Background: an optimization exercise with open tools, aiming at small area, a short achievable clock period and few clock cycles per item. Do not read the settings as production practice. Where RTL was checked, it was by simulation tests only, not by an equivalence proof against the original. The clock input has no modelled driver; a real chip could not lean on it and would need a root buffer or a full tree.

==> run a <==
==> flow/design.v (excerpt) <==
module SquareRoot(outdata,checkflag,clk,rst,start,indata);
 input wire clk;
 input wire rst;
 input wire start;
 input wire [31:0] indata;
 output reg [15:0] outdata;    
 output reg checkflag;
 reg [13:0] h;       
 reg [15:0] r;       
 reg        neg;     
 reg [3:0]  cnt;     
 wire idle = (cnt == 4'd0);
 function [15:0] qmask;
    input [3:0] c;
    begin
    case (c)
    4'd0: qmask = 16'b1111111111111111;
    4'd1: qmask = 16'b0111111111111111;
    4'd2: qmask = 16'b0011111111111111;
    4'd3: qmask = 16'b0001111111111111;
    4'd4: qmask = 16'b0000111111111111;
    4'd5: qmask = 16'b0000011111111111;
    4'd6: qmask = 16'b0000001111111111;
    4'd7: qmask = 16'b0000000111111111;
    4'd8: qmask = 16'b0000000011111111;
    4'd9: qmask = 16'b0000000001111111;
    4'd10: qmask = 16'b0000000000111111;
    4'd11: qmask = 16'b0000000000011111;
    4'd12: qmask = 16'b0000000000001111;
    4'd13: qmask = 16'b0000000000000111;
    4'd14: qmask = 16'b0000000000000011;
    default: qmask = 16'b0;
    endcase
    end
 endfunction
 wire [15:0] q = outdata & qmask(cnt);
 genvar k;
 wire [17:0] sum = {r, h[13], outdata[15]} + {q ^ {16{~neg}}, 2'b11};
 function [5:0] first2;
    input [3:0] n;
    reg [2:0] r0;
    reg       n0;
    reg [1:0] q0;
    begin
    case (n)
  ...
==> module SquareRoot, before the edit <==
module SquareRoot(outdata,checkflag,clk,rst,start,indata);
 input wire clk;
 input wire rst;
 input wire start;
 input wire [31:0] indata;
 output reg [15:0] outdata;    
 output reg checkflag;
 reg [13:0] h;       
 reg [15:0] r;       
 reg        neg;     
 reg [3:0]  cnt;     
 wire idle = (cnt == 4'd0);
 function [15:0] qmask;
    input [3:0] c;
    begin
    case (c)
    4'd0: qmask = 16'b1111111111111111;
    4'd1: qmask = 16'b0111111111111111;
    4'd2: qmask = 16'b0011111111111111;
    4'd3: qmask = 16'b0001111111111111;
    4'd4: qmask = 16'b0000111111111111;
    4'd5: qmask = 16'b0000011111111111;
    4'd6: qmask = 16'b0000001111111111;
    4'd7: qmask = 16'b0000000111111111;
    4'd8: qmask = 16'b0000000011111111;
    4'd9: qmask = 16'b0000000001111111;
    4'd10: qmask = 16'b0000000000111111;
    4'd11: qmask = 16'b0000000000011111;
    4'd12: qmask = 16'b0000000000001111;
    4'd13: qmask = 16'b0000000000000111;
    4'd14: qmask = 16'b0000000000000011;
    default: qmask = 16'b0;
    endcase
    end
 endfunction
 wire [15:0] q = outdata & qmask(cnt);
 genvar k;
 wire [17:0] sum = {r, h[13], outdata[15]} + {q ^ {16{~neg}}, 2'b11};
 function [5:0] first2;
    input [3:0] n;
    reg [2:0] r0;
    reg       n0;
    reg [1:0] q0;
    begin
    case (n)
    4'd0:  begin r0 = 3'b111; n0 = 1'b1; q0 = 2'd0; end
    4'd1:  begin r0 = 3'd0;   n0 = 1'b0; q0 = 2'd1; end
    4'd2:  begin r0 = 3'd1;   n0 = 1'b0; q0 = 2'd1; end
    4'd3:  begin r0 = 3'd2;   n0 = 1'b0; q0 = 2'd1; end
    4'd4:  begin r0 = 3'b011; n0 = 1'b1; q0 = 2'd2; end
    4'd5:  begin r0 = 3'b100; n0 = 1'b1; q0 = 2'd2; end
    4'd6:  begin r0 = 3'b101; n0 = 1'b1; q0 = 2'd2; end
    4'd7:  begin r0 = 3'b110; n0 = 1'b1; q0 = 2'd2; end
    4'd8:  begin r0 = 3'b111; n0 = 1'b1; q0 = 2'd2; end
    4'd9:  begin r0 = 3'd0;   n0 = 1'b0; q0 = 2'd3; end
    4'd10: begin r0 = 3'd1;   n0 = 1'b0; q0 = 2'd3; end
    4'd11: begin r0 = 3'd2;   n0 = 1'b0; q0 = 2'd3; end
    4'd12: begin r0 = 3'd3;   n0 = 1'b0; q0 = 2'd3; end
    4'd13: begin r0 = 3'd4;   n0 = 1'b0; q0 = 2'd3; end
    4'd14: begin r0 = 3'd5;   n0 = 1'b0; q0 = 2'd3; end
    default: begin r0 = 3'd6; n0 = 1'b0; q0 = 2'd3; end
    endcase
    first2 = {n0, r0, q0};
    end
 endfunction
 wire [2:0] r0;
 wire       n0;
 wire [1:0] q0;
 assign {n0, r0, q0} = first2(indata[31:28]);
 wire [13:0] hi_in, lo_in;
 generate
    for (k = 0; k < 14; k = k + 1) begin : split
        assign hi_in[k] = indata[2*k+1];
        assign lo_in[k] = indata[2*k];
    end
 endgenerate
 always @(posedge clk) begin
    if (idle) begin
        h   <= hi_in;
        r   <= {{13{n0}}, r0};
        neg <= n0;
    end else begin
        h   <= {h[12:0], 1'b0};
        r   <= sum[15:0];
        neg <= sum[17];
    end
 end
 always @(posedge clk) begin
    if (!idle)
        outdata <= {outdata[14:0], ~sum[17]};
    else if (start)
        outdata <= {lo_in, q0};
 end
 always @(posedge clk) begin
    if (rst) begin
        cnt       <= 4'd0;
        checkflag <= 1'b0;
    end else if (start & idle) begin
        cnt       <= 4'd14;
        checkflag <= 1'b0;
    end else if (!idle) begin
        cnt       <= cnt - 4'd1;
        checkflag <= (cnt == 4'd1);
    end
 end
endmodule
export LEC_CHECK = 0
export CAP_MARGIN = 20
export CORE_MARGIN = 2
export CORE_UTILIZATION = 60
export SETUP_SLACK_MARGIN = 5
export SLEW_MARGIN = 20
create_clock -name core_clock -period 8.5 [get_ports {clk}]
standard.sh (not shown) runs the stock make flow with config.mk's settings and CLKGATE_MAP_FILE= SYNTH_SCRIPT=/design/flow/synth_recipe.tcl, a recipe that flattens the netlist after the stock synthesis.
==> flow/flow/run.sh <==
#!/bin/bash
set -euo pipefail
MARGIN=$(cat flow/margin.txt)
bash standard.sh "BUFFER_PORTS_ARGS=-buffer_cell sky130_fd_sc_hd__buf_2" \
  "SETUP_SLACK_MARGIN=$MARGIN" finish > standard.log 2>&1
==> flow/flow/margin.txt <==
5.8
==> run b (differences from run a) <==
==> flow/design.v (replaced) <==
`timescale 1ns / 1ps
module SquareRoot(outdata,checkflag,clk,rst,start,indata);
 input wire clk;
 input wire rst;
 input wire start;
 input wire [31:0] indata;
 output reg [15:0] outdata;    
 output reg checkflag;
 reg [13:0] h;       
 reg [15:0] r;       
 reg        neg;     
 reg        busy;
 reg [6:0]  j;       
 reg        late;    
 wire last = j[6] & ~j[5];       
 wire [15:0] m;
 assign m[1:0] = 2'b11;
 genvar k;
 generate
    for (k = 2; k <= 8; k = k + 1) begin : mlo
        assign m[k] = j[k-2] | late;
    end
    for (k = 9; k <= 14; k = k + 1) begin : mhi
        assign m[k] = late & ~j[k-9];
    end
 endgenerate
 assign m[15] = 1'b0;
 wire [17:0] sum = {r, h[13], outdata[15]} + {(outdata & m) ^ {16{~neg}}, 2'b11};
 function [4:0] first2;
    input [3:0] n;
    begin
    case (n)
    4'd0:  first2 = {2'd0, 3'd0};
    4'd1:  first2 = {2'd1, 3'd0};
    4'd2:  first2 = {2'd1, 3'd1};
    4'd3:  first2 = {2'd1, 3'd2};
    4'd4:  first2 = {2'd2, 3'd0};
    4'd5:  first2 = {2'd2, 3'd1};
    4'd6:  first2 = {2'd2, 3'd2};
    4'd7:  first2 = {2'd2, 3'd3};
    4'd8:  first2 = {2'd2, 3'd4};
    4'd9:  first2 = {2'd3, 3'd0};
    4'd10: first2 = {2'd3, 3'd1};
    4'd11: first2 = {2'd3, 3'd2};
    4'd12: first2 = {2'd3, 3'd3};
    4'd13: first2 = {2'd3, 3'd4};
    4'd14: first2 = {2'd3, 3'd5};
    default: first2 = {2'd3, 3'd6};
    endcase
    end
 endfunction
 wire [1:0] q0;
 wire [2:0] r0;
 assign {q0, r0} = first2(indata[31:28]);
 wire [13:0] hi_in, lo_in;
 generate
    for (k = 0; k < 14; k = k + 1) begin : split
        assign hi_in[k] = indata[2*k+1];
        assign lo_in[k] = indata[2*k];
    end
 endgenerate
 always @(posedge clk) begin
    if (!busy) begin
        h   <= hi_in;
        r   <= {13'd0, r0};
        neg <= 1'b0;
        j   <= 7'd0;
        late <= 1'b0;
    end else begin
        h   <= {h[12:0], 1'b0};
        r   <= sum[15:0];
        neg <= sum[17];
        j   <= {j[5:0], ~j[6]};
        late <= j[6] & (j[0] | j[5]);    
    end
 end
 always @(posedge clk) begin
    if (busy)
        outdata <= {outdata[14:0], ~sum[17]};
    else if (start)
        outdata <= {lo_in, q0};
 end
 always @(posedge clk) begin
    if (rst) begin
        busy      <= 1'b0;
        checkflag <= 1'b0;
    end else if (start & !busy) begin
        busy      <= 1'b1;
        checkflag <= 1'b0;
    end else if (busy & last) begin
        busy      <= 1'b0;
        checkflag <= 1'b1;
    end
 end
endmodule
==> flow/flow/run.sh (replaced) <==
#!/bin/bash
set -euo pipefail
MARGIN=$(cat flow/margin.txt)
export PRE_CTS_TCL="$PWD/flow/pre_cts.tcl"
bash standard.sh "BUFFER_PORTS_ARGS=-buffer_cell sky130_fd_sc_hd__buf_1" \
  "SETUP_SLACK_MARGIN=$MARGIN" "PRE_CTS_TCL=$PRE_CTS_TCL" finish > standard.log 2>&1
==> flow/flow/pre_cts.tcl (new file) <==
# Sourced by ORFS's cts.tcl (PRE_CTS_TCL) just before clock_tree_synthesis.
# The design is small, so instead of TritonCTS's tree (a root buffer, eight
# leaf buffers and dummy loads) the clock port drives NBUF buffers directly,
# each driving the registers of one vertical stripe of the core: sinks are
# sorted by x and split evenly, and each buffer sits at its sinks' centroid.
# Every register sees one buffer between the port and its clock pin.
set ::manual_cts_nbuf 2
set ::manual_cts_cell sky130_fd_sc_hd__clkbuf_16

proc manual_cts {nbuf cb} {
  set block [ord::get_db_block]
  set clknet [$block findNet clk]
  set master [[ord::get_db] findMaster $cb]
  set sinks {}
  foreach iterm [$clknet getITerms] {
    set bb [[$iterm getInst] getBBox]
    lappend sinks [list [expr {([$bb xMin] + [$bb xMax]) / 2}] \
      [expr {([$bb yMin] + [$bb yMax]) / 2}] $iterm]
  }
  set sinks [lsort -integer -index 0 $sinks]
  set n [llength $sinks]
  puts "manual_cts: $n sinks, $nbuf x $cb"
  for {set k 0} {$k < $nbuf} {incr k} {
    set lo [expr {$k * $n / $nbuf}]
    set hi [expr {($k + 1) * $n / $nbuf - 1}]
    set buf [odb::dbInst_create $block $master clkbuf_${k}_clk]
    set net [odb::dbNet_create $block clknet_${k}_clk]
    $net setSigType CLOCK
    set sx 0
    set sy 0
    set m 0
    foreach s [lrange $sinks $lo $hi] {
      lassign $s x y iterm
      incr sx $x
      incr sy $y
      incr m
      $iterm disconnect
      $iterm connect $net
    }
    [$buf findITerm A] connect $clknet
    [$buf findITerm X] connect $net
    $buf setLocation [expr {$sx / $m}] [expr {$sy / $m}]
    $buf setPlacementStatus PLACED
  }
  set_propagated_clock [all_clocks]
}

rename clock_tree_synthesis tritoncts_clock_tree_synthesis
proc clock_tree_synthesis {args} {
  manual_cts $::manual_cts_nbuf $::manual_cts_cell
}
- CORE_UTILIZATION: 60 -> 85
==> notes <==
Run b stopped in 3_3_place_gp on GPL-0301. Run a went through all stages and came out clean. Against run b, the synthesized cell count of run a is higher by about 27%. Between run a and run b, the lower area after synthesis is in run b (gap about 0.7%, measured against run b).
Testbench counts of run b, summed over its fixed seeds: cycles 30,720, ops 2,048.
For run a, only the layout was checked, not whether the RTL still works.

---

==> run Y <==
SquareRoot, a different RTL version from the one above (not shown whole).
Design SquareRoot, start of the top module:
module SquareRoot(outdata,checkflag,clk,rst,start,indata);
 input wire clk;
 input wire rst;
 input wire start;
 input wire [31:0] indata;
 output reg [15:0] outdata;    
 output reg checkflag;
 reg [27:0] x;       
 reg [15:0] r;       
 reg        neg;     
 reg [2:0]  cnt;     
 wire idle = (cnt == 3'd0);
 wire [15:0] qx = outdata ^ {16{~neg}};
 wire [17:0] r1 = {r, x[27:26]} + {qx, 2'b11};
 wire        q1 = ~r1[17];
 wire [17:0] four_a = {r[13:0], x[27:24]};           
 wire [17:0] four_b = {qx[13:0], 4'b1100};           
 wire [17:0] rp, rn;
 add3 addp (.a(four_a), .b(four_b), .c({~outdata[14:0], 3'b011}), .s(rp));   
 add3 addn (.a(four_a), .b(four_b), .c({ outdata[14:0], 3'b011}), .s(rn));   
 wire [17:0] sum = q1 ? rp : rn;
 function [4:0] first2;
    input [3:0] n;
    begin
    case (n)
    4'd0:  first2 = {2'd0, 3'd0};
    4'd1:  first2 = {2'd1, 3'd0};
    4'd2:  first2 = {2'd1, 3'd1};
    4'd3:  first2 = {2'd1, 3'd2};
    4'd4:  first2 = {2'd2, 3'd0};
    4'd5:  first2 = {2'd2, 3'd1};
    4'd6:  first2 = {2'd2, 3'd2};
    4'd7:  first2 = {2'd2, 3'd3};
    4'd8:  first2 = {2'd2, 3'd4};
    4'd9:  first2 = {2'd3, 3'd0};
    4'd10: first2 = {2'd3, 3'd1};
    4'd11: first2 = {2'd3, 3'd2};
    4'd12: first2 = {2'd3, 3'd3};
    4'd13: first2 = {2'd3, 3'd4};
    4'd14: first2 = {2'd3, 3'd5};
    default: first2 = {2'd3, 3'd6};
    endcase
    end
 endfunction
 wire [1:0] q0;
 wire [2:0] r0;
 assign {q0, r0} = first2(indata[31:28]);
 always @(posedge clk) begin
    if (idle) begin
        x   <= indata[27:0];
        r   <= {13'd0, r0};
        neg <= 1'b0;
    end else begin
        x   <= {x[23:0], 4'b0000};
        r   <= sum[15:0];
        neg <= sum[17];
    end
 end
 always @(posedge clk) begin
    if (!idle)
        outdata <= {outdata[13:0], q1, ~sum[17]};
    else if (start)
        outdata <= {14'd0, q0};
 end
 always @(posedge clk) begin
    if (rst) begin
        cnt       <= 3'd0;
        checkflag <= 1'b0;
    end else if (start & idle) begin
  ...
==> module SquareRoot, before the edit <==
module SquareRoot(outdata,checkflag,clk,rst,start,indata);
 input wire clk;
 input wire rst;
 input wire start;
 input wire [31:0] indata;
 output reg [15:0] outdata;    
 output reg checkflag;
 reg [27:0] x;       
 reg [15:0] r;       
 reg        neg;     
 reg [2:0]  cnt;     
 wire idle = (cnt == 3'd0);
 wire [15:0] qx = outdata ^ {16{~neg}};
 wire [17:0] r1 = {r, x[27:26]} + {qx, 2'b11};
 wire        q1 = ~r1[17];
 wire [17:0] four_a = {r[13:0], x[27:24]};           
 wire [17:0] four_b = {qx[13:0], 4'b1100};           
 wire [17:0] rp, rn;
 add3 addp (.a(four_a), .b(four_b), .c({~outdata[14:0], 3'b011}), .s(rp));   
 add3 addn (.a(four_a), .b(four_b), .c({ outdata[14:0], 3'b011}), .s(rn));   
 wire [17:0] sum = q1 ? rp : rn;
 function [4:0] first2;
    input [3:0] n;
    begin
    case (n)
    4'd0:  first2 = {2'd0, 3'd0};
    4'd1:  first2 = {2'd1, 3'd0};
    4'd2:  first2 = {2'd1, 3'd1};
    4'd3:  first2 = {2'd1, 3'd2};
    4'd4:  first2 = {2'd2, 3'd0};
    4'd5:  first2 = {2'd2, 3'd1};
    4'd6:  first2 = {2'd2, 3'd2};
    4'd7:  first2 = {2'd2, 3'd3};
    4'd8:  first2 = {2'd2, 3'd4};
    4'd9:  first2 = {2'd3, 3'd0};
    4'd10: first2 = {2'd3, 3'd1};
    4'd11: first2 = {2'd3, 3'd2};
    4'd12: first2 = {2'd3, 3'd3};
    4'd13: first2 = {2'd3, 3'd4};
    4'd14: first2 = {2'd3, 3'd5};
    default: first2 = {2'd3, 3'd6};
    endcase
    end
 endfunction
 wire [1:0] q0;
 wire [2:0] r0;
 assign {q0, r0} = first2(indata[31:28]);
 always @(posedge clk) begin
    if (idle) begin
        x   <= indata[27:0];
        r   <= {13'd0, r0};
        neg <= 1'b0;
    end else begin
        x   <= {x[23:0], 4'b0000};
        r   <= sum[15:0];
        neg <= sum[17];
    end
 end
 always @(posedge clk) begin
    if (!idle)
        outdata <= {outdata[13:0], q1, ~sum[17]};
    else if (start)
        outdata <= {14'd0, q0};
 end
 always @(posedge clk) begin
    if (rst) begin
        cnt       <= 3'd0;
        checkflag <= 1'b0;
    end else if (start & idle) begin
        cnt       <= 3'd7;
        checkflag <= 1'b0;
    end else if (!idle) begin
        cnt       <= cnt - 3'd1;
        checkflag <= (cnt == 3'd1);
    end
 end
endmodule
==> module add3, before the edit <==
module add3(a, b, c, s);
 input wire [17:0] a, b, c;
 output wire [17:0] s;
 assign s = a + b + c;
endmodule
export LEC_CHECK = 0
export CAP_MARGIN = 20
export CORE_MARGIN = 2
export CORE_UTILIZATION = 50
export SETUP_SLACK_MARGIN = 5
export SLEW_MARGIN = 20
export SYNTH_HIERARCHICAL = 1
create_clock -name core_clock -period 8.5 [get_ports {clk}]
==> flow/flow/run.sh <==
#!/bin/bash
set -euo pipefail
MARGIN=$(cat flow/margin.txt)
bash standard.sh "BUFFER_PORTS_ARGS=-buffer_cell sky130_fd_sc_hd__buf_1" \
  "SETUP_SLACK_MARGIN=$MARGIN" finish > standard.log 2>&1
==> flow/flow/margin.txt <==
5.5
==> run D: changes against run Y <==
==> flow/design.v (replaced) <==
`timescale 1ns / 1ps
module SquareRoot(outdata,checkflag,clk,rst,start,indata);
 input wire clk;
 input wire rst;
 input wire start;
 input wire [31:0] indata;
 output reg [15:0] outdata;    
 output reg checkflag;
 reg [13:0] h;       
 reg [15:0] r;       
 reg        neg;     
 reg        busy;
 reg [6:0]  j;       
 wire late = j[6] & ~j[0];
 wire last = j[6] & ~j[5];       
 wire [15:0] m;
 assign m[1:0] = 2'b11;
 genvar k;
 generate
    for (k = 2; k <= 8; k = k + 1) begin : mlo
        assign m[k] = j[k-2] | late;
    end
    for (k = 9; k <= 14; k = k + 1) begin : mhi
        assign m[k] = late & ~j[k-9];
    end
 endgenerate
 assign m[15] = 1'b0;
 wire [17:0] sum = {r, h[13], outdata[15]} + {(outdata & m) ^ {16{~neg}}, 2'b11};
 function [4:0] first2;
    input [3:0] n;
    begin
    case (n)
    4'd0:  first2 = {2'd0, 3'd0};
    4'd1:  first2 = {2'd1, 3'd0};
    4'd2:  first2 = {2'd1, 3'd1};
    4'd3:  first2 = {2'd1, 3'd2};
    4'd4:  first2 = {2'd2, 3'd0};
    4'd5:  first2 = {2'd2, 3'd1};
    4'd6:  first2 = {2'd2, 3'd2};
    4'd7:  first2 = {2'd2, 3'd3};
    4'd8:  first2 = {2'd2, 3'd4};
    4'd9:  first2 = {2'd3, 3'd0};
    4'd10: first2 = {2'd3, 3'd1};
    4'd11: first2 = {2'd3, 3'd2};
    4'd12: first2 = {2'd3, 3'd3};
    4'd13: first2 = {2'd3, 3'd4};
    4'd14: first2 = {2'd3, 3'd5};
    default: first2 = {2'd3, 3'd6};
    endcase
    end
 endfunction
 wire [1:0] q0;
 wire [2:0] r0;
 assign {q0, r0} = first2(indata[31:28]);
 wire [13:0] hi_in, lo_in;
 generate
    for (k = 0; k < 14; k = k + 1) begin : split
        assign hi_in[k] = indata[2*k+1];
        assign lo_in[k] = indata[2*k];
    end
 endgenerate
 always @(posedge clk) begin
    if (!busy) begin
        h   <= hi_in;
        r   <= {13'd0, r0};
        neg <= 1'b0;
        j   <= 7'd0;
    end else begin
        h   <= {h[12:0], 1'b0};
        r   <= sum[15:0];
        neg <= sum[17];
        j   <= {j[5:0], ~j[6]};
    end
 end
 wire sel_shift = busy;
 wire sel_load  = ~busy & start;
 wire sel_hold  = ~busy & ~start;
 always @(posedge clk)
    outdata <= ({16{sel_shift}} & {outdata[14:0], ~sum[17]})
             | ({16{sel_load}}  & {lo_in, q0})
             | ({16{sel_hold}}  & outdata);
 always @(posedge clk) begin
    if (rst) begin
        busy      <= 1'b0;
        checkflag <= 1'b0;
    end else if (start & !busy) begin
        busy      <= 1'b1;
        checkflag <= 1'b0;
    end else if (busy & last) begin
        busy      <= 1'b0;
        checkflag <= 1'b1;
    end
 end
endmodule
==> flow/flow/run.sh (replaced) <==
#!/bin/bash
set -euo pipefail
MARGIN=$(cat flow/margin.txt)
export PRE_CTS_TCL="$PWD/flow/pre_cts.tcl"
bash standard.sh "SYNTH_SCRIPT=$PWD/flow/synth.tcl" \
  "BUFFER_PORTS_ARGS=-buffer_cell sky130_fd_sc_hd__buf_1" \
  "SETUP_SLACK_MARGIN=$MARGIN" "PRE_CTS_TCL=$PRE_CTS_TCL" finish > standard.log 2>&1
==> flow/flow/abc.script (new file) <==
strash
dch -f
map -a
topo
stime -c
buffer -c
upsize -c
dnsize -c
==> flow/flow/margin.txt (replaced) <==
6.1
==> flow/flow/pre_cts.tcl (new file) <==
# Sourced by ORFS's cts.tcl (PRE_CTS_TCL) just before clock_tree_synthesis.
# The design is small, so instead of TritonCTS's tree (a root buffer, eight
# leaf buffers and dummy loads) the clock port drives NBUF buffers directly,
# each driving the registers of one vertical stripe of the core: sinks are
# sorted by x and split evenly, and each buffer sits at its sinks' centroid.
# Every register sees one buffer between the port and its clock pin.
set ::manual_cts_nbuf 2
set ::manual_cts_cell sky130_fd_sc_hd__clkbuf_16

proc manual_cts {nbuf cb} {
  set block [ord::get_db_block]
  set clknet [$block findNet clk]
  set master [[ord::get_db] findMaster $cb]
  set sinks {}
  foreach iterm [$clknet getITerms] {
    set bb [[$iterm getInst] getBBox]
    lappend sinks [list [expr {([$bb xMin] + [$bb xMax]) / 2}] \
      [expr {([$bb yMin] + [$bb yMax]) / 2}] $iterm]
  }
  set sinks [lsort -integer -index 0 $sinks]
  set n [llength $sinks]
  puts "manual_cts: $n sinks, $nbuf x $cb"
  for {set k 0} {$k < $nbuf} {incr k} {
    set lo [expr {$k * $n / $nbuf}]
    set hi [expr {($k + 1) * $n / $nbuf - 1}]
    set buf [odb::dbInst_create $block $master clkbuf_${k}_clk]
    set net [odb::dbNet_create $block clknet_${k}_clk]
    $net setSigType CLOCK
    set sx 0
    set sy 0
    set m 0
    foreach s [lrange $sinks $lo $hi] {
      lassign $s x y iterm
      incr sx $x
      incr sy $y
      incr m
      $iterm disconnect
      $iterm connect $net
    }
    [$buf findITerm A] connect $clknet
    [$buf findITerm X] connect $net
    $buf setLocation [expr {$sx / $m}] [expr {$sy / $m}]
    $buf setPlacementStatus PLACED
  }
  set_propagated_clock [all_clocks]
}

rename clock_tree_synthesis tritoncts_clock_tree_synthesis
proc clock_tree_synthesis {args} {
  manual_cts $::manual_cts_nbuf $::manual_cts_cell
}
==> flow/flow/synth.tcl (new file) <==
# The standard synthesis (synth_recipe.tcl, which keeps the registers and
# their names), with ABC given flow/abc.script instead of ORFS's script.
set ::own_abc_script [file join [file dirname [file normalize [info script]]] abc.script]
proc abc {args} {
  set i [lsearch -exact $args -script]
  if {$i >= 0} { lset args [expr {$i + 1}] $::own_abc_script }
  yosys abc {*}$args
}
source [file join [file dirname [file dirname [file normalize [info script]]]] synth_recipe.tcl]
ABC_AREA = 1   (was default)
CORE_UTILIZATION = 55   (was 50)
SYNTH_HIERARCHICAL = default   (was 1)
==> run X: changes against run Y <==
--- a/flow/design.v
+++ b/flow/design.v
@@ -11,13 +11,5 @@
  reg        neg;     
- reg [2:0]  cnt;     
- wire idle = (cnt == 3'd0);
- wire [15:0] qx = outdata ^ {16{~neg}};
- wire [17:0] r1 = {r, x[27:26]} + {qx, 2'b11};
- wire        q1 = ~r1[17];
- wire [17:0] four_a = {r[13:0], x[27:24]};           
- wire [17:0] four_b = {qx[13:0], 4'b1100};           
- wire [17:0] rp, rn;
- add3 addp (.a(four_a), .b(four_b), .c({~outdata[14:0], 3'b011}), .s(rp));   
- add3 addn (.a(four_a), .b(four_b), .c({ outdata[14:0], 3'b011}), .s(rn));   
- wire [17:0] sum = q1 ? rp : rn;
+ reg [3:0]  cnt;     
+ wire idle = (cnt == 4'd0);
+ wire [17:0] sum = {r, x[27:26]} + {outdata ^ {16{~neg}}, 2'b11};
  function [4:0] first2;
@@ -54,3 +46,3 @@
     end else begin
-        x   <= {x[23:0], 4'b0000};
+        x   <= {x[25:0], 2'b00};
         r   <= sum[15:0];
@@ -61,3 +53,3 @@
     if (!idle)
-        outdata <= {outdata[13:0], q1, ~sum[17]};
+        outdata <= {outdata[14:0], ~sum[17]};
     else if (start)
@@ -67,10 +59,10 @@
     if (rst) begin
-        cnt       <= 3'd0;
+        cnt       <= 4'd0;
         checkflag <= 1'b0;
     end else if (start & idle) begin
-        cnt       <= 3'd7;
+        cnt       <= 4'd14;
         checkflag <= 1'b0;
     end else if (!idle) begin
-        cnt       <= cnt - 3'd1;
-        checkflag <= (cnt == 3'd1);
+        cnt       <= cnt - 4'd1;
+        checkflag <= (cnt == 4'd1);
     end
@@ -78,6 +70 @@
 endmodule
-module add3(a, b, c, s);
- input wire [17:0] a, b, c;
- output wire [17:0] s;
- assign s = a + b + c;
-endmodule
==> flow/flow/margin.txt (replaced) <==
5.7
CORE_UTILIZATION = 75   (was 50)
SYNTH_HIERARCHICAL = default   (was 1)
==> notes.md <==
                                                                                                         run Y     run D       run X
Run status                                                                            timing/DRC/antenna clean  timing/DRC/antenna clean  timing/DRC/antenna clean
Total Die Area                                                                                      11,310 µm²  5669 µm²    4762 µm²
Post-route non-filler standard cell count                                                                  801       485         452
Wire length on met2                                                                                    6757 µm   3229 µm     3816 µm
Worst path depth                                                                                            12         1           2
Global-route met2 utilization                                                                           41.30%    38.07%      56.62%
Starting Density                                                                                        51.18%    58.03%      78.66%
Fraction of synthesized cell area taken by the top area cell type                                            -    40.11%      31.58%
Arithmetic-cell share of the synthesized area counting full adders, half adders and majority gates           -    8.953%      8.685%
H-tree depth                                                                                                 3         -           3
Startpoint type of the worst setup path                                                               register  register  input port
Share of flip-flops with an asynchronous set or reset                                                        -        0%          0%
Synthesis-stage register bit count                                                                           -        56          66
Testbench counts of run X, summed over its fixed seeds: cycles 30,720, ops 2,048.
Only the layout flow was run in run Y and run D; the RTL was not checked for function there. The clock cells of run D come from the design's own scripts or RTL, not from TritonCTS.

## port drivers added, routing unchanged
Ports are ideal in the flow. The routed layouts listed here were re-timed in OpenROAD. Step 1 assumes that a clkbuf_16 drives the clock port and a buf_2 every other input. Step 2 moves the port delays by t, midway between the first and last clock arrival at a register: inputs arrive t later, outputs are due t later. That takes back most of the time a late clock gives input paths. Three values: ideal ports, drivers, drivers and shift; two values: the first two.
| run | shift t [ns] | slack for setup (ns) | worst register clock-pin slew, ns |
|---|---|---|---|
| run a | 0.339 | 5.663 / 5.663 / 5.628 | 0.11 / 0.11 |
| run Y | 0.394 | 5.429 / 5.429 / 5.429 | 0.09 / 0.09 |
| run D | 0.210 | 6.125 / 6.080 / 5.948 | 0.11 / 0.11 |
| run X | 0.367 | 5.829 / 5.808 / 5.465 | 0.07 / 0.07 |
After both steps setup and hold are still met in every run listed. The setup slack of run X, which loses most, moves by -0.021 ns with the drivers and by -0.364 ns with both steps.
